Background: an optimization exercise with open tools, aiming at a short achievable clock period and few clock cycles. Do not read the settings as production practice. Function was checked by simulation only, so behaviour that the tests miss may differ from the original. Power is estimated from default activity; no workload was simulated.

==> flow/design.v <==
module riscv151_core
(
    input         clk,
    input         rst,
    output [13:0] fetch_addr,
    output        fetch_en,
    input  [31:0] imem_rdata,
    input  [31:0] bios_irdata,
    output [13:0] data_addr,
    output [31:0] data_wdata,
    output [3:0]  dmem_we,
    output [3:0]  imem_we,
    output [3:0]  io_we,
    input  [31:0] dmem_rdata,
    input  [31:0] bios_drdata
);
    wire [32-1:0] pc_plus4F, pc_plus4M;
    wire [32-1:0] mem_adr;
    wire [32-1:0] mem_wdata;
    wire [3:0] wea, iwea, dwea;
    wire iowea;
    wire instr_stop;
    wire stallF;
    wire [1:0] iload_sel;
    wire [1:0] dload_sel;
    reg [32-1:0] din;
    always @(*) begin
        case(dload_sel)
            2'b00: begin
                din=dmem_rdata;
            end
            2'b01: begin
                din=bios_drdata;
            end
            default: begin
                din=32'd0;
            end
        endcase
    end
    riscv_core m_riscv_core(.imem_instr(imem_rdata),.bios_instr(bios_irdata), .iload_sel(iload_sel), .din(din),.clk(clk),.rst(rst),.pc_plus4F(pc_plus4F), .pc_plus4M(pc_plus4M),.mem_adrM(mem_adr),.mem_wdataM(mem_wdata),.wea(wea), .instr_stop(instr_stop),.stallF(stallF));
    mem_control m_mem_control(.clk(clk),.wea(wea),.pc_plus4_upper4F(pc_plus4F[31:28]), .pc_plus4_upper4M(pc_plus4M[31:28]),.data_adr_Upper4M(mem_adr[31:28]),.iwea(iwea),.dwea(dwea),.iload_sel(iload_sel),.dload_sel(dload_sel), .iowea(iowea));
    assign fetch_addr = pc_plus4F[15:2];
    assign fetch_en   = !stallF;
    assign data_addr  = mem_adr[15:2];
    assign data_wdata = mem_wdata;
    assign dmem_we    = dwea;
    assign imem_we    = iwea;
    assign io_we      = iowea ? wea : 4'd0;
endmodule
module riscv_core
(
	input [32-1:0]  imem_instr,
	input [32-1:0]  bios_instr,
	input [1:0]        iload_sel,
	input [32-1:0]  din,
	input clk,
	input rst,
	output [32-1:0] pc_plus4F,
	output [32-1:0] pc_plus4M,
	output [32-1:0] mem_adrM,
	output [32-1:0] mem_wdataM,
	output [3:0]       wea,
	output             instr_stop,
	output             stallF
);
	(*mark_debug="true"*) wire [32-1:0] jump_result, branch_result;
	(*mark_debug="true"*) wire [32-1:0] instrF;
	(*mark_debug="true"*) wire             branchD;
	(*mark_debug="true"*) wire [1:0]       pc_selD;
	(*mark_debug="true"*) wire             stallD;
	(*mark_debug="true"*) wire [32-1:0] instrD, pc_plus4D;
	(*mark_debug="true"*) wire [32-1:0] wb_resultW;
	(*mark_debug="true"*) wire [1:0]       forward1D, forward2D;
	(*mark_debug="true"*) wire [32-1:0] immD;
	(*mark_debug="true"*) wire [32-1:0] forward_rs1D, forward_rs2D;
	(*mark_debug="true"*) wire [6:0]       opcodeD;
	(*mark_debug="true"*) wire [2:0]       funct3D;
	(*mark_debug="true"*) wire [6:0]       funct7D;
	(*mark_debug="true"*) wire [4:0]       adr1D, adr2D, rdD;
	(*mark_debug="true"*) wire [4:0]       alu_ctlD;
	(*mark_debug="true"*) wire             reg_writeD;
	(*mark_debug="true"*) wire [1:0]       op_a_selD;
	(*mark_debug="true"*) wire             op_b_selD;
	(*mark_debug="true"*) wire             mem_accessD;
	(*mark_debug="true"*) wire [1:0]       wb_selD;
	(*mark_debug="true"*) wire [32-1:0] pc_plus4E;
	(*mark_debug="true"*) wire [32-1:0] forward_rs1E;
	(*mark_debug="true"*) wire [32-1:0] forward_rs2E;
	(*mark_debug="true"*) wire [6:0]       opcodeE;
	(*mark_debug="true"*) wire [32-1:0] immE;
	(*mark_debug="true"*) wire [2:0]       funct3E;
	(*mark_debug="true"*) wire [6:0]       funct7E;
	(*mark_debug="true"*) wire [4:0]       adr1E;
	(*mark_debug="true"*) wire [4:0]       adr2E;
	(*mark_debug="true"*) wire [4:0]       rdE;
	(*mark_debug="true"*) wire [4:0]       alu_ctlE;
	(*mark_debug="true"*) wire             reg_writeE;
	(*mark_debug="true"*) wire [1:0]       op_a_selE;
	(*mark_debug="true"*) wire             op_b_selE;
	(*mark_debug="true"*) wire [1:0]       wb_selE;
	(*mark_debug="true"*) wire             mem_accessE;
	(*mark_debug="true"*) wire [32-1:0] rs2E, rs2M;
	(*mark_debug="true"*) wire [32-1:0] alu_outE, alu_outM;
	(*mark_debug="true"*) wire [6:0]       opcodeM;
	(*mark_debug="true"*) wire [2:0]       funct3M;
	(*mark_debug="true"*) wire [32-1:0] forward_rs2M;
	(*mark_debug="true"*) wire             mem_accessM;
	(*mark_debug="true"*) wire [1:0]       wb_selM;
	(*mark_debug="true"*) wire             reg_writeM;
	(*mark_debug="true"*) wire [4:0]       rdM;
	(*mark_debug="true"*) wire [32-1:0] mem_adrW;
	(*mark_debug="true"*) wire [32-1:0] pc_plus4W;
	(*mark_debug="true"*) wire [2:0]       funct3W;
	(*mark_debug="true"*) wire [4:0]       rdW;
	(*mark_debug="true"*) wire [32-1:0] alu_outW;
	(*mark_debug="true"*) wire [1:0]       wb_selW;
	(*mark_debug="true"*) wire [1:0]       forward1E;
	(*mark_debug="true"*) wire [1:0]       forward2E;
	(*mark_debug="true"*) wire             flushE;
	stage_fetch m_stage_fetch(
		.clk(clk),
		.rst(rst),
		.stallF(stallF),
		.imem_instr(imem_instr),
		.bios_instr(bios_instr),
		.iload_sel(iload_sel),
		.jump_result(jump_result),
		.branch_result(branch_result),
		.pc_selD(pc_selD),
		.instrF(instrF),
		.pc_plus4F(pc_plus4F)
	);
	reg_fetch_decode m_fetch_decode(
		.clk(clk),
		.rst(rst),
		.pc_plus4F(pc_plus4F),
		.instrF(instrF),
		.stallD(stallD),
		.pc_selD(pc_selD),
		.pc_plus4D(pc_plus4D),
		.instrD(instrD)
	);
	stage_decode m_stage_decode(
		.clk(clk),
		.rst(rst),
		.instrD(instrD),
		.pc_plus4D(pc_plus4D),
		.forward1D(forward1D),
		.forward2D(forward2D),
		.reg_writeW(reg_writeW),
		.rdW(rdW),
		.wb_resultW(wb_resultW),
		.alu_outM(alu_outM),
		.branchD(branchD),
		.branch_result(branch_result),
		.jump_result(jump_result),
		.forward_rs1D(forward_rs1D),
		.forward_rs2D(forward_rs2D),
		.opcodeD(opcodeD),
		.immD(immD),
		.funct3D(funct3D),
		.funct7D(funct7D),
		.adr1D(adr1D),
		.adr2D(adr2D),
		.rdD(rdD),
		.pc_selD(pc_selD),
		.alu_ctlD(alu_ctlD),
		.reg_writeD(reg_writeD),
		.op_a_selD(op_a_selD),
		.op_b_selD(op_b_selD),
		.mem_accessD(mem_accessD),
		.wb_selD(wb_selD)
	);
	reg_decode_execute m_reg_decode_execute(
		.clk(clk),
		.flushE(flushE),
		.pc_plus4D(pc_plus4D),
		.forward_rs1D(forward_rs1D),
		.forward_rs2D(forward_rs2D),
		.opcodeD(opcodeD),
		.immD(immD),
		.funct3D(funct3D),
		.funct7D(funct7D),
		.adr1D(adr1D),
		.adr2D(adr2D),
		.rdD(rdD),
		.pc_selD(pc_selD),
		.alu_ctlD(alu_ctlD),
		.reg_writeD(reg_writeD),
		.inst_or_rs2D(inst_or_rs2D),
		.op_a_selD(op_a_selD),
		.op_b_selD(op_b_selD),
		.mem_accessD(mem_accessD),
		.wb_selD(wb_selD),
		.pc_plus4E(pc_plus4E),
		.forward_rs1E(forward_rs1E),
		.forward_rs2E(forward_rs2E),
		.opcodeE(opcodeE),
		.immE(immE),
		.funct3E(funct3E),
		.funct7E(funct7E),
		.adr1E(adr1E),
		.adr2E(adr2E),
		.rdE(rdE),
		.alu_ctlE(alu_ctlE),
		.reg_writeE(reg_writeE),
		.op_a_selE(op_a_selE),
		.op_b_selE(op_b_selE),
		.wb_selE(wb_selE),
		.mem_accessE(mem_accessE)
	);
	stage_execute m_stage_execute(
		.forward1E(forward1E),
		.forward2E(forward2E),
		.wb_resultW(wb_resultW),
		.alu_outM(alu_outM),
		.pc_plus4E(pc_plus4E),
		.forward_rs1E(forward_rs1E),
		.forward_rs2E(forward_rs2E),
		.immE(immE),
		.funct7E(funct7E),
		.alu_ctlE(alu_ctlE),
		.op_a_selE(op_a_selE),
		.op_b_selE(op_b_selE),
		.rs2E(rs2E),
		.alu_outE(alu_outE)
	);
	reg_execute_mem m_reg_execute_mem(
		.clk(clk),
		.opcodeE(opcodeE),
		.funct3E(funct3E),
		.rs2E(rs2E),
		.alu_outE(alu_outE),
		.forward_rs2E(forward_rs2E),
		.pc_plus4E(pc_plus4E),
		.mem_accessE(mem_accessE),
		.wb_selE(wb_selE),
		.reg_writeE(reg_writeE),
		.rdE(rdE),
		.opcodeM(opcodeM),
		.funct3M(funct3M),
		.pc_plus4M(pc_plus4M),
		.rs2M(rs2M),
		.alu_outM(alu_outM),
		.forward_rs2M(forward_rs2M),
		.mem_accessM(mem_accessM),
		.wb_selM(wb_selM),
		.reg_writeM(reg_writeM),
		.rdM(rdM)
	);
	stage_mem m_stage_mem(
		.alu_outM(alu_outM),
		.rs2M(rs2M),
		.opcodeM(opcodeM),
		.funct3M(funct3M),
		.mem_accessM(mem_accessM),
		.mem_adrM(mem_adrM),
		.mem_wdataM(mem_wdataM),
		.wea(wea)
	);
	reg_mem_wb m_reg_mem_wb(
		.clk(clk),
		.funct3M(funct3M),
		.mem_adrM(mem_adrM),
		.pc_plus4M(pc_plus4M),
		.alu_outM(alu_outM),
		.wb_selM(wb_selM),
		.reg_writeM(reg_writeM),
		.rdM(rdM),
		.funct3W(funct3W),
		.mem_adrW(mem_adrW),
		.pc_plus4W(pc_plus4W),
		.alu_outW(alu_outW),
		.wb_selW(wb_selW),
		.reg_writeW(reg_writeW),
		.rdW(rdW)
	);
	stage_wb m_stage_wb(
		.funct3W(funct3W),
		.mem_adrW(mem_adrW),
		.pc_plus4W(pc_plus4W),
		.din(din),
		.alu_outW(alu_outW),
		.wb_selW(wb_selW),
		.reg_writeW(reg_writeW),
		.rdW(rdW),
		.wb_resultW(wb_resultW)
	);
	hazard_unit m_hazard_unit(
		.rst(rst),
		.adr1D(adr1D),
		.adr2D(adr2D),
		.branchD(branchD),
		.jumpD(pc_selD[0]),
		.adr1E(adr1E),
		.adr2E(adr2E),
		.WB_SelE(wb_selE),
		.WB_SelM(wb_selM),
		.RegWriteE(reg_writeE),
		.rdE(rdE),
		.rdM(rdM),
		.rdW(rdW),
		.RegWriteM(reg_writeM),
		.RegWriteW(reg_writeW),
		.StallF(stallF),
		.StallD(stallD),
		.Forward1D(forward1D),
		.Forward2D(forward2D),
		.Forward1E(forward1E),
		.Forward2E(forward2E),
		.FlushE(flushE)
	);
	assign instr_stop=stallD||stallF||(pc_selD==2'b01)||(pc_selD==2'b10);
endmodule
module stage_fetch
(
	input    clk,
	input    rst,
	input    stallF,
	input [32-1:0]  imem_instr,
	input [32-1:0]  bios_instr,
	input [1:0]        iload_sel,
	input [32-1:0]  jump_result,
	input [32-1:0]  branch_result,
	input [1:0]        pc_selD,
	output [32-1:0] instrF,
	output [32-1:0] pc_plus4F
);
	reg [1:0]       iload_sel_reg;
	reg [32-1:0] pc_plus4F_reg;
	reg [32-1:0] fetch_pc;
	reg [32-1:0] instrF_reg;
	always @(*) begin
		case(pc_selD)
			2'b00: begin
				fetch_pc=pc_plus4F_reg+4;
				case(iload_sel_reg)
        		    2'b00: begin
        		        instrF_reg=imem_instr;
        		    end
        		    2'b01: begin
        		        instrF_reg=bios_instr;
        		    end
        		    2'b10:begin
        		        instrF_reg=32'd0;
        		    end
        		    default: begin
        		        instrF_reg=32'd0;
        		    end
				endcase
			end
			2'b01: begin
				fetch_pc=jump_result;
				instrF_reg=32'd0;
			end
			2'b10: begin
				fetch_pc=branch_result;
				instrF_reg=32'd0;
			end
			default: begin
				fetch_pc=pc_plus4F_reg;
				instrF_reg=32'd0;
			end
		endcase
	end
	always @(posedge clk) begin
		if (rst) begin
			pc_plus4F_reg<=32'h4000_0000;
			iload_sel_reg<=2'b10;		
		end
		else begin
			if(stallF) begin
				pc_plus4F_reg<=pc_plus4F_reg;
				iload_sel_reg<=iload_sel_reg;
			end
			else begin
				pc_plus4F_reg<=fetch_pc;
				iload_sel_reg<=iload_sel;
			end
		end
	end
	assign instrF=instrF_reg;
	assign pc_plus4F=(pc_selD!=2'b00)?32'd0:pc_plus4F_reg;
endmodule
module reg_fetch_decode
(
	input              clk,
	input              rst,
	input  [32-1:0] pc_plus4F,
	input  [32-1:0] instrF,
	input              stallD,
	input  [1:0]       pc_selD,
	output [32-1:0] pc_plus4D,
	output [32-1:0] instrD
);
	reg [32-1:0] pc_plus4D_reg;
	reg [32-1:0] instrD_reg;
	always @(posedge clk) begin
		if (rst) begin
			pc_plus4D_reg<=0;
			instrD_reg<=0;
		end
		else begin
			if(stallD) begin
				pc_plus4D_reg<=pc_plus4D_reg;
				instrD_reg<=instrD_reg;
			end
			else begin
				pc_plus4D_reg<=pc_plus4F;
				instrD_reg<=instrF;
			end
		end
	end
	assign instrD=instrD_reg;
	assign pc_plus4D=pc_plus4D_reg;
endmodule
module stage_decode
(
	input               clk,
	input               rst,
	input [32-1:0]   instrD,
	input [32-1:0]   pc_plus4D,
	input [1:0]         forward1D,
	input [1:0]         forward2D,
	input               reg_writeW,
	input [4:0]         rdW,
	input [32-1:0]   wb_resultW,
	input [32-1:0]   alu_outM,
	output  [32-1:0] branch_result,
	output  [32-1:0] jump_result,
	output  [32-1:0] forward_rs1D,
	output  [32-1:0] forward_rs2D,
	output              branchD,
	output [6:0]        opcodeD,
	output [32-1:0]  immD,
	output [2:0]        funct3D,
	output [6:0]        funct7D,
	output [4:0]        adr1D,
	output [4:0]        adr2D,
	output [4:0]        rdD,
	output [1:0]        pc_selD,
	output [4:0]        alu_ctlD,
	output              reg_writeD,
	output [1:0]        op_a_selD,
	output              op_b_selD,
	output              mem_accessD,
	output [1:0]        wb_selD
);
    wire               jopD;
    wire               pc_sel_bit0D;
	wire               pc_sel_bit1D;
	wire  [32-1:0]   rs1D;
	wire  [32-1:0]   rs2D;
	reg  [32-1:0]   forward_rs1D_reg;
	reg  [32-1:0]   forward_rs2D_reg;
	always @(*) begin
		case(forward1D)
			2'b00: begin
				forward_rs1D_reg=rs1D;
			end
			2'b01: begin
				forward_rs1D_reg=wb_resultW;
			end
			2'b10: begin
				forward_rs1D_reg=alu_outM;
			end
			default:begin
				forward_rs1D_reg=32'd0;
			end				
		endcase
		case(forward2D)
			2'b00: begin
				forward_rs2D_reg=rs2D;
			end
			2'b01: begin
				forward_rs2D_reg=wb_resultW;
			end
			2'b10: begin
				forward_rs2D_reg=alu_outM;
			end
			default:begin
				forward_rs2D_reg=32'd0;
			end				
		endcase
	end
	mini_decode m_mini_decode(
		.instrD(instrD),
		.opcodeD(opcodeD),
		.rd(rdD),
		.funct3(funct3D),
		.adr1(adr1D),
		.adr2(adr2D),
		.funct7(funct7D),
		.imm(immD),
		.reg_write(reg_writeD),
		.op_b_sel(op_b_selD),
		.op_a_sel(op_a_selD),
		.wb_sel(wb_selD),
		.pc_sel_bit0(pc_sel_bit0D),
		.branch(branchD),
		.jop(jopD),
		.alu_ctl(alu_ctlD),
		.mem_access(mem_accessD)	
	);
	reg_file m_reg_file(
		.clk(clk),
		.we(reg_writeW),
		.adr1(adr1D),
		.adr2(adr2D),
		.rd(rdW),
		.wd(wb_resultW),
		.rst(rst),
		.rs1(rs1D),
		.rs2(rs2D)
	);
	branch_target m_branch_target(
		.BImm(immD),
		.pc_plus4D(pc_plus4D),
		.rs1(forward_rs1D_reg),
		.rs2(forward_rs2D_reg),
		.funct3(funct3D),
		.branch(branchD),
		.BTarg(branch_result),
		.PCSel_bit1(pc_sel_bit1D)
	);
	jump_target m_jump_target(
		.pc_plus4D(pc_plus4D),
		.Imm(immD),
		.rs1(forward_rs1D_reg),
		.jop(jopD),
		.JTarg(jump_result)
	);
	assign pc_selD={pc_sel_bit1D,pc_sel_bit0D};
	assign forward_rs1D=forward_rs1D_reg;
	assign forward_rs2D=forward_rs2D_reg;
endmodule
module mini_decode
(
	input [32-1:0] instrD,
	output [6:0]       opcodeD,
	output [4:0]       rd,
	output [2:0]       funct3,
	output [4:0]       adr1,
	output [4:0]       adr2,
	output [6:0]       funct7,
	output [32-1:0] imm,
	output             reg_write,
    output             op_b_sel,
    output [1:0]       op_a_sel,
    output [1:0]       wb_sel,
    output             pc_sel_bit0,
    output             branch,
    output             jop,
    output [4:0]       alu_ctl,
	output             mem_access	
);
	wire [11:0] Itype_Imm;
	wire [31:0] Itype_Ext;
	wire [11:0] Stype_Imm;
	wire [31:0] Stype_Ext;
	wire [19:0] Utype_Imm;
	wire [31:0] Utype_Ext;
	wire [19:0] Jtype_Imm;
	wire [31:0] Jtype_Ext;
	wire [11:0] Btype_Imm;
	wire [31:0] Btype_Ext;
	wire [4:0]  rs1_addr;
	wire [4:0]  rs2_addr;
	wire [4:0]  rd_addr;
	wire [2:0] funct3_dat;
	wire [6:0] funct7_dat;
	wire [4:0] shamt_dat;
	reg [4:0]       rd_reg;
	reg [2:0]       funct3_reg;
	reg [4:0]       adr1_reg;
	reg [4:0]       adr2_reg;
	reg [6:0]       funct7_reg;
	reg [32-1:0] imm_reg;
	reg             mem_access_reg;
	reg ALU_Op_reg; 
    reg reg_write_reg;
    reg op_b_sel_reg;
    reg [1:0] op_a_sel_reg;
    reg [1:0] wb_sel_reg;
    reg pc_sel_bit0_reg;
    reg branch_reg;
    reg jop_reg;
    reg [4:0] alu_ctl_reg;
	always @(*) begin
		case(opcodeD)
			7'b0110111: begin
				rd_reg=rd_addr;
				funct3_reg=3'd0;
				adr1_reg=5'd0;
				adr2_reg=5'd0;
				funct7_reg=7'd0;
				imm_reg=Utype_Ext;
				reg_write_reg=1'b1;
				op_b_sel_reg=1'b0;
				op_a_sel_reg=2'b10;
				wb_sel_reg=2'b00;
				pc_sel_bit0_reg=1'b0;
				branch_reg=1'b0;
				jop_reg=1'b0;
				ALU_Op_reg=1'b0;
				mem_access_reg=1'b0;				
			end
			7'b0010111: begin
				rd_reg=rd_addr;
				funct3_reg=3'd0;
				adr1_reg=5'd0;
				adr2_reg=5'd0;
				funct7_reg=7'd0;
				imm_reg=Utype_Ext;
				reg_write_reg=1'b1;
				op_b_sel_reg=1'b0;
				op_a_sel_reg=2'b01;
				wb_sel_reg=2'b00;
				pc_sel_bit0_reg=1'b0;
				branch_reg=1'b0;
				jop_reg=1'b0;
				ALU_Op_reg=1'b0;
				mem_access_reg=1'b0;
			end
			7'b1101111: begin
				rd_reg=rd_addr;
				funct3_reg=3'd0;
				adr1_reg=5'd0;
				adr2_reg=5'd0;
				funct7_reg=7'd0;
				imm_reg=Jtype_Ext;
				reg_write_reg=1'b1;
				op_b_sel_reg=1'b0;
				op_a_sel_reg=2'b00;
				wb_sel_reg=2'b10;
				pc_sel_bit0_reg=1'b1;
				branch_reg=1'b0;
				jop_reg=1'b0;
				alu_ctl_reg=5'b00000;
				ALU_Op_reg=1'b0;
				mem_access_reg=1'b0;
			end
			7'b1100111: begin
				rd_reg=rd_addr;
				funct3_reg=funct3_dat;
				adr1_reg=rs1_addr;
				adr2_reg=5'd0;
				funct7_reg=7'd0;
				imm_reg=Itype_Ext;
				reg_write_reg=1'b1;
				op_b_sel_reg=1'b0;
				op_a_sel_reg=2'b00;
				wb_sel_reg=2'b10;
				pc_sel_bit0_reg=1'b1;
				branch_reg=1'b0;
				jop_reg=1'b1;
				alu_ctl_reg=5'b00000;
				ALU_Op_reg=1'b0;
				mem_access_reg=1'b0;				
			end
			7'b1100011: begin
				rd_reg=5'd0;
				funct3_reg=funct3_dat;
				adr1_reg=rs1_addr;
				adr2_reg=rs2_addr;
				funct7_reg=7'd0;
				imm_reg=Btype_Ext;
				reg_write_reg=1'b0;
				op_b_sel_reg=1'b0;
				op_a_sel_reg=2'b00;
				wb_sel_reg=2'b00;
				pc_sel_bit0_reg=1'b0;
				branch_reg=1'b1;
				jop_reg=1'b0;
				alu_ctl_reg=5'b00000;
				ALU_Op_reg=1'b0;
				mem_access_reg=1'b0;				
			end
			7'b0100011: begin
				rd_reg=5'd0;
				funct3_reg=funct3_dat;
				adr1_reg=rs1_addr;
				adr2_reg=rs2_addr;
				funct7_reg=7'd0;
				imm_reg=Stype_Ext;
				reg_write_reg=1'b0;
				op_b_sel_reg=1'b0;
				op_a_sel_reg=2'b00;
				wb_sel_reg=2'b00;
				pc_sel_bit0_reg=1'b0;
				branch_reg=1'b0;
				jop_reg=1'b0;
				ALU_Op_reg=1'b0;
				mem_access_reg=1'b1;
			end
			7'b0000011: begin
				rd_reg=rd_addr;
				funct3_reg=funct3_dat;
				adr1_reg=rs1_addr;
				adr2_reg=5'd0;
				funct7_reg=7'd0;
				imm_reg=Itype_Ext;
				reg_write_reg=1'b1;
				op_b_sel_reg=1'b0;
				op_a_sel_reg=2'b00;
				wb_sel_reg=2'b01;
				pc_sel_bit0_reg=1'b0;
				branch_reg=1'b0;
				jop_reg=1'b0;
				ALU_Op_reg=1'b0;
				mem_access_reg=1'b1;
			end
			7'b0110011: begin
				rd_reg=rd_addr;
				funct3_reg=funct3_dat;
				adr1_reg=rs1_addr;
				adr2_reg=rs2_addr;
				funct7_reg=funct7_dat;
				imm_reg=32'd0;
				reg_write_reg=1'b1;
				op_b_sel_reg=1'b1;
				op_a_sel_reg=2'b00;
				wb_sel_reg=2'b00;
				pc_sel_bit0_reg=1'b0;
				branch_reg=1'b0;
				jop_reg=1'b0;
				ALU_Op_reg=1'b1;
				mem_access_reg=1'b0;
			end
			7'b0010011: begin
				rd_reg=rd_addr;
				funct3_reg=funct3_dat;
				adr1_reg=rs1_addr;
				adr2_reg=5'd0;
				if((funct3==3'b001)|| (funct3==3'b101)) begin
					funct7_reg=funct7_dat;
					imm_reg={{27{1'b0}},shamt_dat};	
				end
				else begin
					funct7_reg=7'd0;
					imm_reg=Itype_Ext;	
				end
				reg_write_reg=1'b1;
				op_b_sel_reg=1'b0;
				op_a_sel_reg=2'b00;
				wb_sel_reg=2'b00;
				pc_sel_bit0_reg=1'b0;
				branch_reg=1'b0;
				jop_reg=1'b0;
				ALU_Op_reg=1'b1;
				mem_access_reg=1'b0;				
			end
			default: begin  
				rd_reg=rd_addr;
				funct3_reg=funct3_dat;
				adr1_reg=rs1_addr;
				adr2_reg=rs2_addr;
				funct7_reg=funct7_dat;
				imm_reg=32'd0;
				reg_write_reg=1'b0;
				op_b_sel_reg=1'b0;
				op_a_sel_reg=2'b00;
				wb_sel_reg=2'b00;
				pc_sel_bit0_reg=1'b0;
				branch_reg=1'b0;
				jop_reg=1'b0;
				alu_ctl_reg=5'b00000;
				ALU_Op_reg=1'b0;
				mem_access_reg=1'b0;
			end		
		endcase
		if(ALU_Op_reg) begin
			case(funct3)
				3'b000: begin
					if((instrD[30]==1'b1) && (opcodeD==7'b0110011)) begin
						alu_ctl_reg=5'b11000;
					end
					else begin
						alu_ctl_reg=5'b00000;
					end
				end
				3'b001: begin
					alu_ctl_reg=5'b00101;
				end
				3'b010: begin
					alu_ctl_reg=5'b11001;
				end
				3'b011: begin
					alu_ctl_reg=5'b00001;
				end
				3'b100: begin
					alu_ctl_reg=5'b00100;
				end
				3'b101: begin
					alu_ctl_reg=5'b00110;
				end
				3'b110: begin
					alu_ctl_reg=5'b00011;
				end
				3'b111: begin
					alu_ctl_reg=5'b00010;
				end
				default: begin
					alu_ctl_reg=5'b00000;
				end
			endcase
		end
		else begin
			alu_ctl_reg=5'b00000;
		end
	end
	assign opcodeD= instrD[6:0];
	assign Itype_Imm=instrD[31:20];
	assign Stype_Imm={instrD[31:25],instrD[11:7]};
	assign Utype_Imm=instrD[31:12];
	assign Jtype_Imm={instrD[31],instrD[19:12],instrD[20],instrD[30:21]};
	assign Btype_Imm={instrD[31],instrD[7],instrD[30:25],instrD[11:8]};
	assign Itype_Ext={{20{Itype_Imm[11]}},Itype_Imm};
	assign Stype_Ext={{20{Stype_Imm[11]}}, Stype_Imm};
	assign Utype_Ext={Utype_Imm,{12{1'b0}}};
	assign Jtype_Ext={{11{Jtype_Imm[19]}},Jtype_Imm,1'b0};
	assign Btype_Ext={{19{Btype_Imm[11]}},Btype_Imm,1'b0};
	assign rs1_addr=instrD[19:15];
	assign rs2_addr=instrD[24:20];
	assign rd_addr=instrD[11:7];
	assign funct3_dat=instrD[14:12];
	assign funct7_dat=instrD[31:25];
	assign shamt_dat=instrD[24:20];
	assign rd=rd_reg;
	assign funct3=funct3_reg;
	assign adr1=adr1_reg;
	assign adr2=adr2_reg;
	assign funct7=funct7_reg;
	assign imm=imm_reg;
	assign reg_write=reg_write_reg;
	assign op_b_sel=op_b_sel_reg;
	assign op_a_sel=op_a_sel_reg;
	assign wb_sel=wb_sel_reg;
	assign pc_sel_bit0=pc_sel_bit0_reg;
	assign branch=branch_reg;
	assign jop=jop_reg;
	assign alu_ctl=alu_ctl_reg;
	assign mem_access=mem_access_reg;
endmodule
module reg_file
(
    input clk,
    input we,
    input [5-1:0] adr1, adr2, rd,
    input [32-1:0] wd,
    input rst,
    output [32-1:0] rs1, rs2
);
    reg[31:0] reg_array [((((5) >= 1) ? 2 : 1) * 
			(((5) >= 2) ? 2 : 1) * 
			(((5) >= 3) ? 2 : 1) * 
			(((5) >= 4) ? 2 : 1) * 
			(((5) >= 5) ? 2 : 1) * 
			(((5) >= 6) ? 2 : 1) * 
			(((5) >= 7) ? 2 : 1) * 
			(((5) >= 8) ? 2 : 1) * 
			(((5) >= 9) ? 2 : 1) * 
			(((5) >= 10) ? 2 : 1) * 
			(((5) >= 11) ? 2 : 1) * 
			(((5) >= 12) ? 2 : 1) * 
			(((5) >= 13) ? 2 : 1) * 
			(((5) >= 14) ? 2 : 1) * 
			(((5) >= 15) ? 2 : 1) * 
			(((5) >= 16) ? 2 : 1) * 
			(((5) >= 17) ? 2 : 1) * 
			(((5) >= 18) ? 2 : 1) * 
			(((5) >= 19) ? 2 : 1) * 
			(((5) >= 20) ? 2 : 1) * 
			(((5) >= 21) ? 2 : 1) * 
			(((5) >= 22) ? 2 : 1) * 
			(((5) >= 23) ? 2 : 1) * 
			(((5) >= 24) ? 2 : 1) * 
			(((5) >= 25) ? 2 : 1) * 
			(((5) >= 26) ? 2 : 1) * 
			(((5) >= 27) ? 2 : 1) * 
			(((5) >= 28) ? 2 : 1) * 
			(((5) >= 29) ? 2 : 1) * 
			(((5) >= 30) ? 2 : 1) * 
			(((5) >= 31) ? 2 : 1))-1:0];
    always @(posedge clk) begin
        if(rst) begin
            reg_array[0]<=0;
        end
        else begin
            if (we && rd!=0) begin
                reg_array[rd]<=wd;
            end           
        end
    end
    assign rs1 =adr1==0?0:reg_array[adr1];
    assign rs2 =adr2==0?0:reg_array[adr2];
endmodule
module branch_target
(
	input  [32-1:0] BImm,
	input  [32-1:0] pc_plus4D,
	input  [32-1:0] rs1,
	input  [32-1:0] rs2,
	input  [2:0]       funct3,
	input              branch,
	output [32-1:0] BTarg,
	output             PCSel_bit1
);
	reg PCSel_bit1_reg;
	always @(*) begin
		if(branch==1) begin
			case(funct3)
				3'b000: begin
					if(rs1==rs2) begin
						PCSel_bit1_reg=1'b1;
					end
					else begin
						PCSel_bit1_reg=1'b0;
					end
				end
				3'b001: begin
					if(rs1!=rs2) begin
						PCSel_bit1_reg=1'b1;
					end
					else begin
						PCSel_bit1_reg=1'b0;
					end
				end
				3'b100: begin
					if($signed(rs1)<$signed(rs2)) begin
						PCSel_bit1_reg=1'b1;
					end
					else begin
						PCSel_bit1_reg=1'b0;
					end
				end
				3'b101: begin
					if(!($signed(rs1)<$signed(rs2))) begin
						PCSel_bit1_reg=1'b1;
					end
					else begin
						PCSel_bit1_reg=1'b0;
					end
				end
				3'b110: begin
					if(rs1<rs2) begin
						PCSel_bit1_reg=1'b1;
					end
					else begin
						PCSel_bit1_reg=1'b0;
					end
				end
				3'b111: begin
					if(!(rs1<rs2)) begin
						PCSel_bit1_reg=1'b1;
					end
					else begin
						PCSel_bit1_reg=1'b0;
					end
				end
				default: begin
					PCSel_bit1_reg=1'b0;
				end
			endcase
		end
		else begin
			PCSel_bit1_reg=1'b0;
		end
	end
	assign BTarg = BImm+pc_plus4D-4;
	assign PCSel_bit1=PCSel_bit1_reg;
endmodule
module jump_target
(
	input  [32-1:0] pc_plus4D,
	input  [32-1:0] Imm,
	input  [32-1:0] rs1,
	input              jop,
	output [32-1:0] JTarg
);
	reg [32-1:0] JTarg_reg;
	always @(*) begin
		case(jop)
			1'b0: begin
				JTarg_reg=(pc_plus4D-4)+Imm;
			end
			1'b1: begin
				JTarg_reg=(rs1+Imm)&(32'hffff_fffe);
			end
			default: begin
				JTarg_reg=32'd0;
			end
		endcase
	end
	assign JTarg=JTarg_reg;
endmodule
module reg_decode_execute
(
	input              clk,
	input              flushE,
	input [32-1:0]  pc_plus4D,
	input [32-1:0]  forward_rs1D,
	input [32-1:0]  forward_rs2D,
	input [6:0]        opcodeD,
	input [32-1:0]  immD,
	input [2:0]        funct3D,
	input [6:0]        funct7D,
	input [4:0]        adr1D,
	input [4:0]        adr2D,
	input [4:0]        rdD,
	input [1:0]        pc_selD,
	input [4:0]        alu_ctlD,
	input              reg_writeD,
	input              inst_or_rs2D,
	input [1:0]        op_a_selD,
	input              op_b_selD,
	input              mem_accessD,
	input [1:0]        wb_selD,
	output [32-1:0] pc_plus4E,
	output [32-1:0] forward_rs1E,
	output [32-1:0] forward_rs2E,
	output [6:0]       opcodeE,
	output [32-1:0] immE,
	output [2:0]       funct3E,
	output [6:0]       funct7E,
	output [4:0]       adr1E,
	output [4:0]       adr2E,
	output [4:0]       rdE,
	output [4:0]       alu_ctlE,
	output             reg_writeE,
	output [1:0]       op_a_selE,
	output             op_b_selE,
	output [1:0]       wb_selE,
	output             mem_accessE
);
	reg [32-1:0] pc_plus4E_reg;
	reg [32-1:0] forward_rs1E_reg;
	reg [32-1:0] forward_rs2E_reg;
	reg [6:0]       opcodeE_reg;
	reg [32-1:0] immE_reg;
	reg [2:0]       funct3E_reg;
	reg [6:0]       funct7E_reg;
	reg [4:0]       adr1E_reg;
	reg [4:0]       adr2E_reg;
	reg [4:0]       rdE_reg;
	reg [4:0]       alu_ctlE_reg;
	reg             reg_writeE_reg;
	reg [1:0]       op_a_selE_reg;
	reg             op_b_selE_reg;
	reg             mem_accessE_reg;
	reg [1:0]       wb_selE_reg;
	always @(posedge clk) begin
		if (flushE) begin
			pc_plus4E_reg               <=0;
			forward_rs1E_reg            <=0;
			forward_rs2E_reg            <=0;
			opcodeE_reg                 <=0;
			immE_reg                    <=0;
			funct3E_reg                 <=0;
			funct7E_reg                 <=0;
			adr1E_reg                   <=0;
			adr2E_reg                   <=0;
			rdE_reg                     <=0;
			alu_ctlE_reg                <=0;
			reg_writeE_reg              <=0;
			op_a_selE_reg               <=0;
			op_b_selE_reg               <=0;
			mem_accessE_reg             <=0;
			wb_selE_reg                 <=0;			
		end
		else begin
			pc_plus4E_reg               <= pc_plus4D;
			forward_rs1E_reg            <= forward_rs1D;
			forward_rs2E_reg            <= forward_rs2D;
			opcodeE_reg                 <= opcodeD;
			immE_reg                    <= immD;
			funct3E_reg                 <= funct3D;
			funct7E_reg                 <= funct7D;
			adr1E_reg                   <= adr1D;
			adr2E_reg                   <= adr2D;
			rdE_reg                     <= rdD;
			alu_ctlE_reg                <= alu_ctlD;
			reg_writeE_reg              <= reg_writeD;
			op_a_selE_reg               <= op_a_selD;
			op_b_selE_reg               <= op_b_selD;
			mem_accessE_reg             <= mem_accessD;
			wb_selE_reg                 <= wb_selD;
		end
	end
	assign pc_plus4E            = pc_plus4E_reg;
	assign forward_rs1E         = forward_rs1E_reg;
	assign forward_rs2E         = forward_rs2E_reg;
	assign opcodeE              = opcodeE_reg;
	assign immE                 = immE_reg;
	assign funct3E              = funct3E_reg;
	assign funct7E              = funct7E_reg;
	assign adr1E                = adr1E_reg;
	assign adr2E                = adr2E_reg;
	assign rdE                  = rdE_reg;
	assign alu_ctlE             = alu_ctlE_reg;
	assign reg_writeE           = reg_writeE_reg;
	assign op_a_selE            = op_a_selE_reg;
	assign op_b_selE            = op_b_selE_reg;
	assign wb_selE              = wb_selE_reg;
	assign mem_accessE          = mem_accessE_reg;
endmodule
module stage_execute
(
	input [1:0]        forward1E,
	input [1:0]        forward2E,
	input [32-1:0]  wb_resultW,
	input [32-1:0]  alu_outM,
	input [32-1:0]  pc_plus4E,
	input [32-1:0]  forward_rs1E,
	input [32-1:0]  forward_rs2E,
	input [32-1:0]  immE,
	input [6:0]        funct7E,
	input [4:0]        alu_ctlE,
	input [1:0]        op_a_selE,
	input              op_b_selE,
	output [32-1:0] rs2E,
	output [32-1:0] alu_outE
);
	reg [32-1:0] rs1E_reg;
	reg [32-1:0] rs2E_reg;
	reg [32-1:0] alu_op_a;
	reg [32-1:0] alu_op_b;
	always @(*) begin
		case(forward1E)
			2'b00: begin
				rs1E_reg=forward_rs1E;
			end
			2'b01: begin
				rs1E_reg=wb_resultW;
			end
			2'b10: begin
				rs1E_reg=alu_outM;
			end
			default: begin
				rs1E_reg=32'd0;
			end
		endcase
		case(forward2E)
			2'b00: begin
				rs2E_reg=forward_rs2E;
			end
			2'b01: begin
				rs2E_reg=wb_resultW;
			end
			2'b10: begin
				rs2E_reg=alu_outM;
			end
			default: begin
				rs2E_reg=32'd0;
			end
		endcase
		case(op_a_selE)
			2'b00: begin
				alu_op_a=rs1E_reg;
			end
			2'b01: begin
				alu_op_a=pc_plus4E-4;
			end
			2'b10: begin
				alu_op_a=32'd0;
			end
			default: begin
				alu_op_a=32'd0;
			end
		endcase
		case(op_b_selE)
			1'b0: begin
				alu_op_b=immE;
			end
			1'b1: begin
				alu_op_b=rs2E_reg;
			end
			default: begin
				alu_op_b=32'd0;
			end
		endcase
	end
	ALU m_ALU(
		.A(alu_op_a),
		.B(alu_op_b),
		.ALU_Ctl(alu_ctlE),
		.funct7(funct7E) ,
		.ALU_Out(alu_outE)
	);
	assign rs2E=rs2E_reg;
endmodule
module ALU
(
	input [32-1:0] A, B,
	input [4:0] ALU_Ctl,
	input [6:0] funct7,
	output [32-1:0] ALU_Out
);
	reg [32-1:0] ALU_Out_reg;
	always @(*) begin
		case(ALU_Ctl)
			5'b00000: begin
				ALU_Out_reg=A+B;
			end
			5'b00001: begin
				ALU_Out_reg=(A<B)?1:0;
			end
			5'b00010: begin
				ALU_Out_reg=A&B;
			end
			5'b00011: begin
				ALU_Out_reg=A|B;
			end
			5'b00100: begin
				ALU_Out_reg=A^B;
			end
			5'b00101: begin
				ALU_Out_reg=A<<B[4:0];
			end
			5'b00110: begin
				if(funct7[5]) begin
					ALU_Out_reg=$signed(A)>>>B[4:0];				
				end
				else begin
					ALU_Out_reg=A>>B[4:0];
				end
			end
			5'b11000: begin
				ALU_Out_reg=A-B;
			end
			5'b11001: begin
				ALU_Out_reg= $signed(A)<$signed(B)?1:0;
			end
			default: ALU_Out_reg=0;
		endcase
	end
	assign ALU_Out=ALU_Out_reg;
endmodule
module reg_execute_mem
(
	input               clk,
	input [2:0]         funct3E,
	input [32-1:0]   rs2E,
	input [32-1:0]   alu_outE,
	input [32-1:0]   forward_rs2E,
	input [32-1:0]   pc_plus4E,
	input [6:0]         opcodeE,
	input               mem_accessE,
	input [1:0]         wb_selE,
	input               reg_writeE,
	input [4:0]         rdE,
	output [2:0]        funct3M,
	output [32-1:0]  pc_plus4M,
	output [32-1:0]  rs2M,
	output [32-1:0]  alu_outM,
	output [32-1:0]  forward_rs2M,
	output [6:0]        opcodeM,
	output              mem_accessM,
	output [1:0]        wb_selM,
	output              reg_writeM,
	output [4:0]        rdM
);
	reg [6:0]        opcodeM_reg;
	reg [2:0]        funct3M_reg;
	reg [32-1:0]  pc_plus4M_reg;
	reg [32-1:0]  rs2M_reg;
	reg [32-1:0]  alu_outM_reg;
	reg [32-1:0]  forward_rs2M_reg;
	reg              mem_accessM_reg;
	reg [1:0]        wb_selM_reg;
	reg              reg_writeM_reg;
	reg [4:0]        rdM_reg;
	always @(posedge clk) begin
		opcodeM_reg              <=    opcodeE;
		funct3M_reg              <=    funct3E;
		pc_plus4M_reg            <=    pc_plus4E;
		rs2M_reg                 <=    rs2E;
		alu_outM_reg             <=    alu_outE;
		forward_rs2M_reg         <=    forward_rs2E;
		mem_accessM_reg          <=    mem_accessE;
		wb_selM_reg              <=    wb_selE;
		reg_writeM_reg           <=    reg_writeE;
		rdM_reg                  <=    rdE;
	end
assign   pc_plus4M                =    pc_plus4M_reg;
assign   opcodeM                  =    opcodeM_reg;
assign   funct3M                  =    funct3M_reg;
assign   rs2M                     =    rs2M_reg;
assign   alu_outM                 =    alu_outM_reg;
assign   forward_rs2M             =    forward_rs2M_reg;
assign   mem_accessM              =    mem_accessM_reg;
assign   wb_selM                  =    wb_selM_reg;
assign   reg_writeM               =    reg_writeM_reg;
assign   rdM                      =    rdM_reg;
endmodule
module stage_mem
(
	input  [32-1:0] alu_outM,
	input  [32-1:0] rs2M,
	input  [6:0]       opcodeM,
	input  [2:0]       funct3M,
	input              mem_accessM,
	output [32-1:0] mem_adrM,
	output [32-1:0] mem_wdataM,
	output [3:0]       wea
);
	reg [32-1:0] mem_adrM_reg;
	always @(*) begin
		case(mem_accessM)
			1'b0: begin
				mem_adrM_reg=32'd0;
			end
			1'b1: begin
				mem_adrM_reg=alu_outM;
			end
			default: begin
				mem_adrM_reg=32'd0;
			end
		endcase
	end
	store_mask_gen m_store_mask_gen(
		.Opcode(opcodeM),
		.funct3(funct3M),
		.sft(mem_adrM_reg[1:0]),
		.data(rs2M),
		.wea(wea), 
		.write_data(mem_wdataM)
	);
	assign mem_adrM=mem_adrM_reg;
endmodule
module store_mask_gen
(
	input  [6:0] Opcode,
	input  [2:0] funct3,
	input  [1:0] sft,
	input  [32-1:0] data,
	output [3:0] wea,
	output [32-1:0] write_data
);
	reg [3:0] wea_reg;
	reg [32-1:0] write_data_reg;
	always @(*) begin
		if(Opcode == 7'b0100011) begin
			case(funct3)
				3'b010: begin
					wea_reg=4'b1111;
					write_data_reg=data&32'hFFFF_FFFF;
				end
				3'b001: begin
					case(sft)
						2'b00: begin
							wea_reg=4'b0011;
							write_data_reg=(data&32'h0000_FFFF);
						end
						2'b01: begin
							wea_reg=4'b0110;
							write_data_reg=(data&32'h00_FFFF)<<8;
						end
						2'b10: begin
							wea_reg=4'b1100;
							write_data_reg=(data&32'h00_FFFF)<<16;
						end
						default: begin
							wea_reg=4'b0000;
							write_data_reg=32'h0000_0000;
						end
					endcase
				end
				3'b000: begin
					case(sft)
						2'b00: begin
							wea_reg=4'b0001;
							write_data_reg=(data&32'h0000_00FF);
						end
						2'b01: begin
							wea_reg=4'b0010;
							write_data_reg=(data&32'h0000_00FF)<<8;
						end
						2'b10: begin
							wea_reg=4'b0100;
							write_data_reg=(data&32'h0000_00FF)<<16;
						end
						2'b11: begin
							wea_reg=4'b1000;
							write_data_reg=(data&32'h0000_00FF)<<24;
						end
						default: begin
							wea_reg=4'b0000;
							write_data_reg=32'h0000_0000;
						end
					endcase
				end
				default: begin
					wea_reg=4'b0000;
					write_data_reg=32'h0000_0000;
				end
			endcase
		end
		else begin
			wea_reg=4'b0000;
			write_data_reg=32'h0000_0000;
		end
	end
	assign wea=wea_reg;
	assign write_data=write_data_reg;
endmodule
module reg_mem_wb
(
	input              clk,
	input  [2:0]       funct3M,
	input  [32-1:0] mem_adrM,
	input  [32-1:0] pc_plus4M,
	input  [32-1:0] alu_outM,
	input  [1:0]       wb_selM,
	input              reg_writeM,
	input  [4:0]       rdM,
	output [2:0]       funct3W,
	output [32-1:0] mem_adrW,
	output [32-1:0] pc_plus4W,
	output [32-1:0] alu_outW,
	output [1:0]       wb_selW,
	output             reg_writeW,
	output [4:0]       rdW
);
	reg [2:0]       funct3W_reg;
	reg [32-1:0] mem_adrW_reg;
	reg [32-1:0] pc_plus4W_reg;
	reg [32-1:0] alu_outW_reg;
	reg [1:0]       wb_selW_reg;
	reg             reg_writeW_reg;
	reg [4:0]       rdW_reg;
	always @(posedge clk) begin
		mem_adrW_reg              <=  mem_adrM;
		funct3W_reg               <=  funct3M;
		pc_plus4W_reg             <=  pc_plus4M;
		alu_outW_reg              <=  alu_outM;
		wb_selW_reg               <=  wb_selM;
		reg_writeW_reg            <=  reg_writeM;
		rdW_reg                   <=  rdM;
	end
	assign funct3W                =   funct3W_reg;
	assign mem_adrW               =   mem_adrW_reg;
	assign pc_plus4W              =   pc_plus4W_reg;
	assign alu_outW               =   alu_outW_reg;
	assign wb_selW                =   wb_selW_reg;
	assign reg_writeW             =   reg_writeW_reg;
	assign rdW                    =   rdW_reg;
endmodule
module stage_wb
(
	input [2:0]         funct3W,
	input [32-1:0]   mem_adrW,
	input [32-1:0] 	din,
	input [32-1:0] 	pc_plus4W,
	input [32-1:0] 	alu_outW,
	input [1:0]       	wb_selW,
	input             	reg_writeW,
	input [4:0]       	rdW,
	output [32-1:0]  wb_resultW
);
	wire [32-1:0] mem_resultW;
	reg [32-1:0] wb_resultW_reg;
	always @(*) begin
		case(wb_selW)
			2'b00: begin
				wb_resultW_reg=alu_outW;
			end
			2'b01: begin
				wb_resultW_reg=mem_resultW;
			end
			2'b10: begin
				wb_resultW_reg=pc_plus4W;
			end
			default: begin
				wb_resultW_reg=32'd0;
			end
		endcase
	end
	data_alignment m_data_alignment(
		.din(din),
		.sft(mem_adrW[1:0]),
		.funct3(funct3W),
		.dout(mem_resultW)
	);
	assign wb_resultW = wb_resultW_reg;
endmodule
module data_alignment
(
	input [32-1:0]  din,
	input [1:0]        sft,
	input [2:0]        funct3,
	output [32-1:0] dout
);
	reg [32-1:0] dout_reg;
	always @(*) begin
		case(funct3)
			3'b010: begin
				dout_reg=din;
			end
			3'b001: begin
				case(sft)
					2'b00: begin
						dout_reg={{16{din[15]}},din[15:0]};
					end
					2'b01: begin
						dout_reg={{16{din[23]}},din[23:8]};
					end
					2'b10: begin
						dout_reg={{16{din[31]}},din[31:16]};
					end
					default: begin
						dout_reg=32'd0;
					end
				endcase
			end
			3'b000: begin
				case(sft)
					2'b00: begin
						dout_reg={{24{din[7]}},din[7:0]};
					end
					2'b01: begin
						dout_reg={{24{din[15]}},din[15:8]};
					end
					2'b10: begin
						dout_reg={{24{din[23]}},din[23:16]};
					end
					2'b11: begin
						dout_reg={{24{din[31]}},din[31:24]};
					end
					default: begin
						dout_reg=32'd0;
					end
				endcase
			end
			3'b101: begin
				case(sft)
					2'b00: begin
						dout_reg={{16{1'b0}},din[15:0]};
					end
					2'b01: begin
						dout_reg={{16{1'b0}},din[23:8]};
					end
					2'b10: begin
						dout_reg={{16{1'b0}},din[31:16]};
					end
					default: begin
						dout_reg=32'd0;
					end
				endcase
			end
			3'b100: begin
				case(sft)
					2'b00: begin
						dout_reg={{24{1'b0}},din[7:0]};
					end
					2'b01: begin
						dout_reg={{24{1'b0}},din[15:8]};
					end
					2'b10: begin
						dout_reg={{24{1'b0}},din[23:16]};
					end
					2'b11: begin
						dout_reg={{24{1'b0}},din[31:24]};
					end
					default: begin
						dout_reg=32'd0;
					end
				endcase
			end
			default: begin
				dout_reg=32'd0;
			end
		endcase
	end
	assign dout = dout_reg;
endmodule
module hazard_unit
#(
	parameter ALUM=2'b10,
	parameter RESULTW=2'b01,
	parameter WBMEM=2'b01,
	parameter ALUE=2'b11
	)
(
	input        rst,
	input  [4:0] adr1D,
	input  [4:0] adr2D,
	input        branchD,
	input        jumpD,
	input  [4:0] adr1E,
	input  [4:0] adr2E,
	input  [1:0] WB_SelE,
	input  [1:0] WB_SelM,
	input        RegWriteE,
	input  [4:0] rdE,
	input  [4:0] rdM,
	input  [4:0] rdW,
	input        RegWriteM,
	input        RegWriteW,
	output       StallF,
	output       StallD,
	output [1:0] Forward1D,
	output [1:0] Forward2D,
	output [1:0] Forward1E,
	output [1:0] Forward2E,
	output       FlushE
);
	reg          lw_stall;
	reg          branch_stall;
	reg          jump_stall;
	reg [1:0]    Forward1D_reg;
	reg [1:0]    Forward2D_reg;
	reg [1:0]    Forward1E_reg;
	reg [1:0]    Forward2E_reg;
	always @(*) begin
		begin
			if((adr1E!=0) && (adr1E==rdM) && (RegWriteM==1)) begin
				Forward1E_reg=ALUM;
			end
			else if((adr1E!=0) && (adr1E==rdW) && (RegWriteW==1)) begin
					Forward1E_reg=RESULTW;
			end
			else begin
				Forward1E_reg=2'b00;
			end
			if((adr2E!=0) && (adr2E==rdM) && (RegWriteM==1)) begin
				Forward2E_reg=ALUM;
			end
			else if((adr2E!=0) && (adr2E==rdW) && (RegWriteW==1)) begin
					Forward2E_reg=RESULTW;
			end
			else begin
				Forward2E_reg=2'b00;
			end
			if((adr1D!=0) && (adr1D==rdM) && (RegWriteM==1)) begin
				Forward1D_reg=ALUM;
			end
			else if((adr1D!=0) && (adr1D==rdW) && (RegWriteW==1)) begin
				Forward1D_reg=RESULTW;
			end	
			else begin
				Forward1D_reg=2'b00;
			end
			if((adr2D!=0) && (adr2D==rdM) && (RegWriteM==1)) begin
				Forward2D_reg=ALUM;
			end
			else if((adr2D!=0) && (adr2D==rdW) && (RegWriteW==1))begin
				Forward2D_reg=RESULTW;			
			end	
			else begin
				Forward2D_reg=2'b00;
			end
			if(((adr1D==rdE) || (adr2D==rdE)) && (rdE!=5'd0)) begin
				if((WB_SelE==WBMEM)||((jumpD==1)&&(RegWriteE==1))) begin
					lw_stall=1'b1;
				end
				else begin
					lw_stall=1'b0;
				end
			end
			else begin
				lw_stall=1'b0;
			end
			if((jumpD==1) && (adr1D==rdM) && (rdM!=5'd0) && (WB_SelM==WBMEM)) begin
				lw_stall=1'b1;
			end
			if(branchD) begin
				if((((adr1D==rdE)||(adr2D==rdE)&&(RegWriteE==1))&&(rdE!=5'd0))
					||
					((adr1D==rdM)||(adr2D==rdM))&&(WB_SelM==WBMEM)) begin
					branch_stall=1'b1;
				end
				else begin
					branch_stall=1'b0;
				end
			end
			else begin
				branch_stall=1'b0;
			end
			if(branchD) begin
				if(((adr1D==rdE)||(adr2D==rdE)&&(RegWriteE==1))&&(rdE!=5'd0)) begin
					jump_stall=1'b1;
				end
				else begin
					jump_stall=1'b0;
				end
			end
			else begin
				jump_stall=1'b0;
			end
			if(rst) begin
				lw_stall=0;
				branch_stall=0;
				jump_stall=0;
			end
		end
	end
	assign StallF=lw_stall||branch_stall||jump_stall;
	assign StallD=lw_stall||branch_stall||jump_stall;
	assign FlushE=lw_stall||branch_stall||jump_stall;
	assign Forward1D=Forward1D_reg;
	assign Forward2D=Forward2D_reg;
	assign Forward1E=Forward1E_reg;
	assign Forward2E=Forward2E_reg;
endmodule
module mem_control
#(
	parameter fetch_inst_mem=0,
	parameter fetch_bios_mem=1,
	parameter invalid=2,
	parameter read_data_mem=0,
	parameter read_bios_mem=1,
	parameter read_io=2,
	parameter access_mem=0,
	parameter access_io=1
)
(
	input clk,
	input [3:0] wea,
	input [3:0] pc_plus4_upper4F,
	input [3:0] pc_plus4_upper4M,
	input [3:0] data_adr_Upper4M,
	output [3:0] iwea,
	output [3:0] dwea,
	output iowea,
	output [1:0] iload_sel,
	output [1:0] dload_sel
);
	wire [3:0] pc_upper4F, pc_upper4M;
	reg [3:0] data_adr_Upper4W;
	reg [3:0] iwea_reg, dwea_reg;
	reg [1:0] iload_sel_reg;
	reg [1:0] dload_sel_reg;
	reg istore_en_reg, dstore_en_reg, iostore_en_reg;
	always @(posedge clk) begin
		data_adr_Upper4W <= data_adr_Upper4M;
	end
	always @(*) begin
		case(data_adr_Upper4M)
			4'b0001: begin   
				istore_en_reg=1'b0;
				dstore_en_reg=1'b1;
				iostore_en_reg=1'b0;
			end
			4'b0010: begin   
				if(pc_upper4M[2]==1) begin
					istore_en_reg=1'b1;
				end
				else begin
					istore_en_reg=1'b0;
				end
				dstore_en_reg=1'b0;
				iostore_en_reg=1'b0;
			end
			4'b0011: begin  
				if(pc_upper4M[2]==1) begin
					istore_en_reg=1'b1;
				end
				else begin
					istore_en_reg=1'b0;
				end
				dstore_en_reg=1'b1;
				iostore_en_reg=1'b0;
			end
			4'b1000: begin
				istore_en_reg=1'b0;
				dstore_en_reg=1'b0;
				iostore_en_reg=1'b1;
			end
			default: begin
				iostore_en_reg=1'b0;
				istore_en_reg=1'b0;
				dstore_en_reg=1'b0;
			end
		endcase
		case(pc_plus4_upper4F)
			4'b0001: begin
				iload_sel_reg=fetch_inst_mem;
			end
			4'b0100: begin
				iload_sel_reg=fetch_bios_mem;
			end
			default: begin
				iload_sel_reg=invalid;
			end
		endcase
		case(data_adr_Upper4W)
			4'b0001: begin   
				dload_sel_reg=read_data_mem;
			end
			4'b0011: begin  
				dload_sel_reg=read_data_mem;
			end
			4'b0100: begin
				dload_sel_reg=read_bios_mem;
			end
			4'b1000: begin
				dload_sel_reg=read_io;
			end
			default: begin
				dload_sel_reg=2'd0;
			end
		endcase
		if(istore_en_reg) begin
			iwea_reg=wea;
		end
		else begin
			iwea_reg=4'd0;
		end
		if(dstore_en_reg) begin
			dwea_reg=wea;
		end
		else begin
			dwea_reg=4'd0;
		end
	end
	assign pc_upper4F=pc_plus4_upper4F-4;
	assign pc_upper4M=pc_plus4_upper4M;
	assign iwea=iwea_reg;
	assign dwea=dwea_reg;
	assign iowea=iostore_en_reg;
	assign iload_sel=iload_sel_reg;
	assign dload_sel=dload_sel_reg;
endmodule
==> flow/run.sh <==
#!/bin/bash
# synth_recipe.tcl (not shown) runs the flow's synth.tcl, then flattens the netlist and writes it again
# the make line also repeats each setting of config.mk as NAME=value (left out here)
make -C /OpenROAD-flow-scripts/flow DESIGN_CONFIG=/design/flow/config.mk WORK_HOME=/design/flow/orfs CLKGATE_MAP_FILE= SYNTH_SCRIPT=/design/flow/synth_recipe.tcl finish
==> flow/config.mk <==
export PLATFORM = sky130hd
export DESIGN_NAME = riscv151_core
export DESIGN_NICKNAME = riscv151_core
export VERILOG_FILES = /design/flow/design.v
export SDC_FILE = /design/flow/constraint.sdc
export NUM_CORES = 4
export LEC_CHECK = 0
export CAP_MARGIN = 20
export CORE_MARGIN = 2
export CORE_UTILIZATION = 32
export PLACE_DENSITY = 0.55
export SETUP_SLACK_MARGIN = 0.2
export SLEW_MARGIN = 20
==> flow/constraint.sdc <==
create_clock -name core_clock -period 10.5 [get_ports {clk}]
set_input_delay 2.1000 -clock core_clock [delete_from_list [all_inputs] [get_ports {clk}]]
set_output_delay 2.1000 -clock core_clock [all_outputs]
set_load 0.01 [all_outputs]
==> results.cfg <==
[finish]
num-nets-final = 8887
top_register = m_riscv_core.m_stage_decode.m_reg_file.reg_array
final_cell_mix = 1024 x edfxtp_1, 679 x nor2_1, 652 x mux2i_1
largest_reg_flops = 1024
final_common_cell = edfxtp_1
post_layout_nonfiller_instances = 12200
layout-drive-gt1-share = 0.149
area_growth_pct = 17.9

[worst_setup_path]
r2r_slack_ns = 2.01
rr_worst_depth = 28
critPathKind = input port to primary output
crit_top_cell = nor2_1
crit_path_end_kind = primary output
r2r_start = m_mem_control.data_adr_Upper4W[2]$_DFF_P_
worst_path_max_delay_cell = or4b_2
worstPathRequired_ns = 8.40
critPathTopFamily = simple AND/OR/NAND/NOR gates
worstPathArrival_ns = 8.06
slowest_delay_ns = 0.60
cp-start-kind = input port
r2r_end = m_riscv_core.m_reg_execute_mem.alu_outM_reg[24]$_DFF_P_
path_max_fanout = 8
crit_buf_inv = 5

[clock_tree]
clock-sinks = 1483
cts_tree = built
hold_buffers = 0
root_buffer = clkbuf_16
cts_buffer_depth = 3
cts.clk_slew.worst_paths_ns = 0.06
numCtsBuffers = 165
htreeDepth = 4
clk_latency_ns = 0.88

[power]
leakagePower_nw = 33.4
total_power_w = 0.0149
irDropWorstVdd_uv = 187
power_density_nw_per_um2 = 150

[yosys]
syn-cell-area_um2 = 84400
synth_flop_cell = edfxtp_1
syn_nets = 8651
synthArstFlopShare = 0
ys_seq_area_frac = 0.473
syn_area_per_cell_um2 = 10.2
ys_ff_latch = 1483
ys_types = 114
synthCells = 8287
synth-edff-count = 1024
yosysWarningCount = 21

[sta]
slew_violations = 0
max_slew.worst_pin.slew_ns = 1.34
fin_crit_ns = 10.16
layout_worst_path_cycle_share = 0.968
clock.fmax_ghz = 0.0984
setup_viol = 0
relSlewSlack = 0.102
hold_viol_final = 0
skew_ns = 0.0751
rsz0062_at_grt = yes

[floorplanning]
die_area_um2 = 268000
die_w_um = 517
initial_utilization = 0.322
pin_count = 203
core_um2 = 262000
rows = 188
die_h_um = 517

[min_path]
hold-path-cell-count = 0
hold_path_class = flip-flop to flip-flop
hold_start = m_riscv_core.m_reg_decode_execute.opcodeE_reg[6]$_SDFF_PN0_
whs_endpoint = m_riscv_core.m_reg_execute_mem.opcodeM_reg[6]$_DFF_P_

[drt]
drtAntennaViolNets = 0
vias_per_cell = 6.20
drcViolationCount = 0
wirelength_um = 398000
vias = 75600
wire_per_inst_um = 32.7
drtPass1Iterations = 9
drt_iter0_drc = 11100

[place]
place.gp.congestion = 1.05
hpwl_um = 270000
placedCellCount = 11900
port_buffers = 202

[global_route]
grt_max_degree = 130
grt_pass1_vias = 71100
antenna_found_initial = 20
grt_pass1_wl_um = 552000
grt-ovfl-total = 0
grt.total_usage = 0.287

[job]
cap_violations = 0

[status]
outcome = complete, no violations
==> worst reg2reg max path, delay by kind of cell, from the launching register on <==
kind                     cells  cell delay [ns]
XOR/XNOR                     1             0.17
AO/OA/AOI/OAI               15             4.24
adder cells (fa/ha/maj)      2             0.68
buffers and inverters        7             1.92
multiplexers                 1             0.42
flip-flops                   1             0.58
AND/OR/NAND/NOR              2             0.39
==> worst max-delay path by stage <==
| stage | slack [ns] | cells after the start | to | from |
|---|---|---|---|---|
| 6_report | 0.34 | 30 | fetch_addr[9] | bios_drdata[31] |
| 5_1_grt | 0.14 | 31 | fetch_addr[11] | bios_drdata[31] |
| 4_1_cts | 0.20 | 30 | fetch_addr[6] | bios_drdata[23] |
| 3_5_place_dp | -0.47 | 30 | fetch_addr[6] | bios_drdata[31] |
| 3_3_place_gp | -0.49 | 30 | fetch_addr[13] | bios_drdata[31] |
| 2_1_floorplan | 1.14 | 28 | fetch_addr[0] | bios_drdata[31] |
==> final cells by class <==
type,count,area [um^2]
sequential,1483,40000
multi-input combinational,5853,41600
tap,3515,4400
fill,25700,163000
inverter,265,1000
clock buffer,212,4560
timing repair buffer,755,6700
clock inverter,98,1170
antenna,15,37.5
==> per-layer routing <==
metal,vias up,part of all wire,global-route usage
met2,4895,0.43,0.429
met4,6,0.063,0.155
met1,37700,0.40,0.377
met3,995,0.11,0.0735
li1,32100,-,-
met5,-,0.00010,0
==> cells in the mapped netlist (42+ instances only) <==
cell | n | area share
a31oi_1 | 101 | 0.0075
or3_1 | 46 | 0.0034
a21o_1 | 80 | 0.0071
o22ai_1 | 156 | 0.012
ha_1 | 231 | 0.034
xor2_1 | 53 | 0.0055
o21ai_0 | 395 | 0.023
buf_2 | 65 | 0.0039
o211ai_1 | 60 | 0.0053
inv_1 | 258 | 0.011
nor2_1 | 743 | 0.033
nand2_1 | 508 | 0.023
nand4_1 | 46 | 0.0034
buf_1 | 115 | 0.0051
mux4_2 | 73 | 0.019
nand2b_1 | 42 | 0.0031
a221oi_1 | 80 | 0.0083
nand3_1 | 206 | 0.012
and2_1 | 92 | 0.0068
a22oi_1 | 66 | 0.0059
clkbuf_1 | 459 | 0.020
dfxtp_1 | 459 | 0.11
mux2i_1 | 652 | 0.077
a221o_1 | 45 | 0.0053
a211oi_1 | 145 | 0.013
o221ai_1 | 242 | 0.025
nor3_1 | 227 | 0.013
nor2b_1 | 99 | 0.0073
a21oi_1 | 599 | 0.036
edfxtp_1 | 1024 | 0.36
xnor2_1 | 93 | 0.0097
buf_4 | 42 | 0.0037
and3_1 | 123 | 0.0091
mux2_2 | 101 | 0.013
==> metrics by stage <==
stage / area (um^2) / utilization / worst slack (ns) / setup TNS, ns / hold slack, ns
after CTS: 99000 / 0.378 / 0.197 / 0 / 0.298
after global placement: 93200 / 0.355 / -0.485 / -6.71 / 0.310
after floorplan: 84400 / - / 1.14 / 0 / 0.310
after detailed placement: 93200 / 0.355 / -0.466 / -6.16 / 0.312
final: 99500 / 0.379 / 0.340 / 0 / 0.289
after global routing: 99400 / 0.379 / 0.139 / 0 / 0.313
==> power breakdown <==
part | internal [W] | leakage (nW) | switching [W]
logic | 0.000793 | 19.6 | 0.00148
clock network | 0.00353 | 2.77 | 0.00264
registers | 0.00628 | 11.0 | 0.000160
==> repair_timing <==
action                     CTS  global route
setup endpoints to repair   14            14
resized for setup           43            97
cloned                       1             1
setup buffers                6             6
pin swaps                    7            15
==> cells by family after synthesis <==
family	synth area share
flip-flops	0.473
AND/OR/NAND/NOR	0.128
multiplexers	0.110
XOR/XNOR	0.0152
adder cells (fa/ha/maj)	0.0352
AO/OA/AOI/OAI	0.193
buffers and inverters	0.0456
Testbench counts, summed over its fixed seeds: cycles 99,662.

-- separate check: timing with driven ports --
The flow's constraints put no driver on any port. The routed layout listed below was extracted and timed again, unchanged, in two steps. Step 1 sets driving cells, clkbuf_16 on the clock port and buf_2 on the other inputs (assumed; they add their load-dependent delay and slew). Step 2 moves the port delays by t, midway between the first and last clock arrival at a register: inputs arrive t later, outputs are due t later. That takes back most of the time a late clock gives input paths. Three values: no drivers, after step 1, after step 2; two values: the first two.
shift t [ns]: 0.929
setup slack, ns: 0.340 / 0.314 / 0.314
worst register clock-pin slew, ns: 0.07 / 0.07
worst slew at a driven data input, ns: 0.05
cell pins on the clock port's net: 1
After both steps this run still meets setup and hold. The setup slack of this run moves by -0.026 ns with the drivers and by -0.026 ns with both steps.
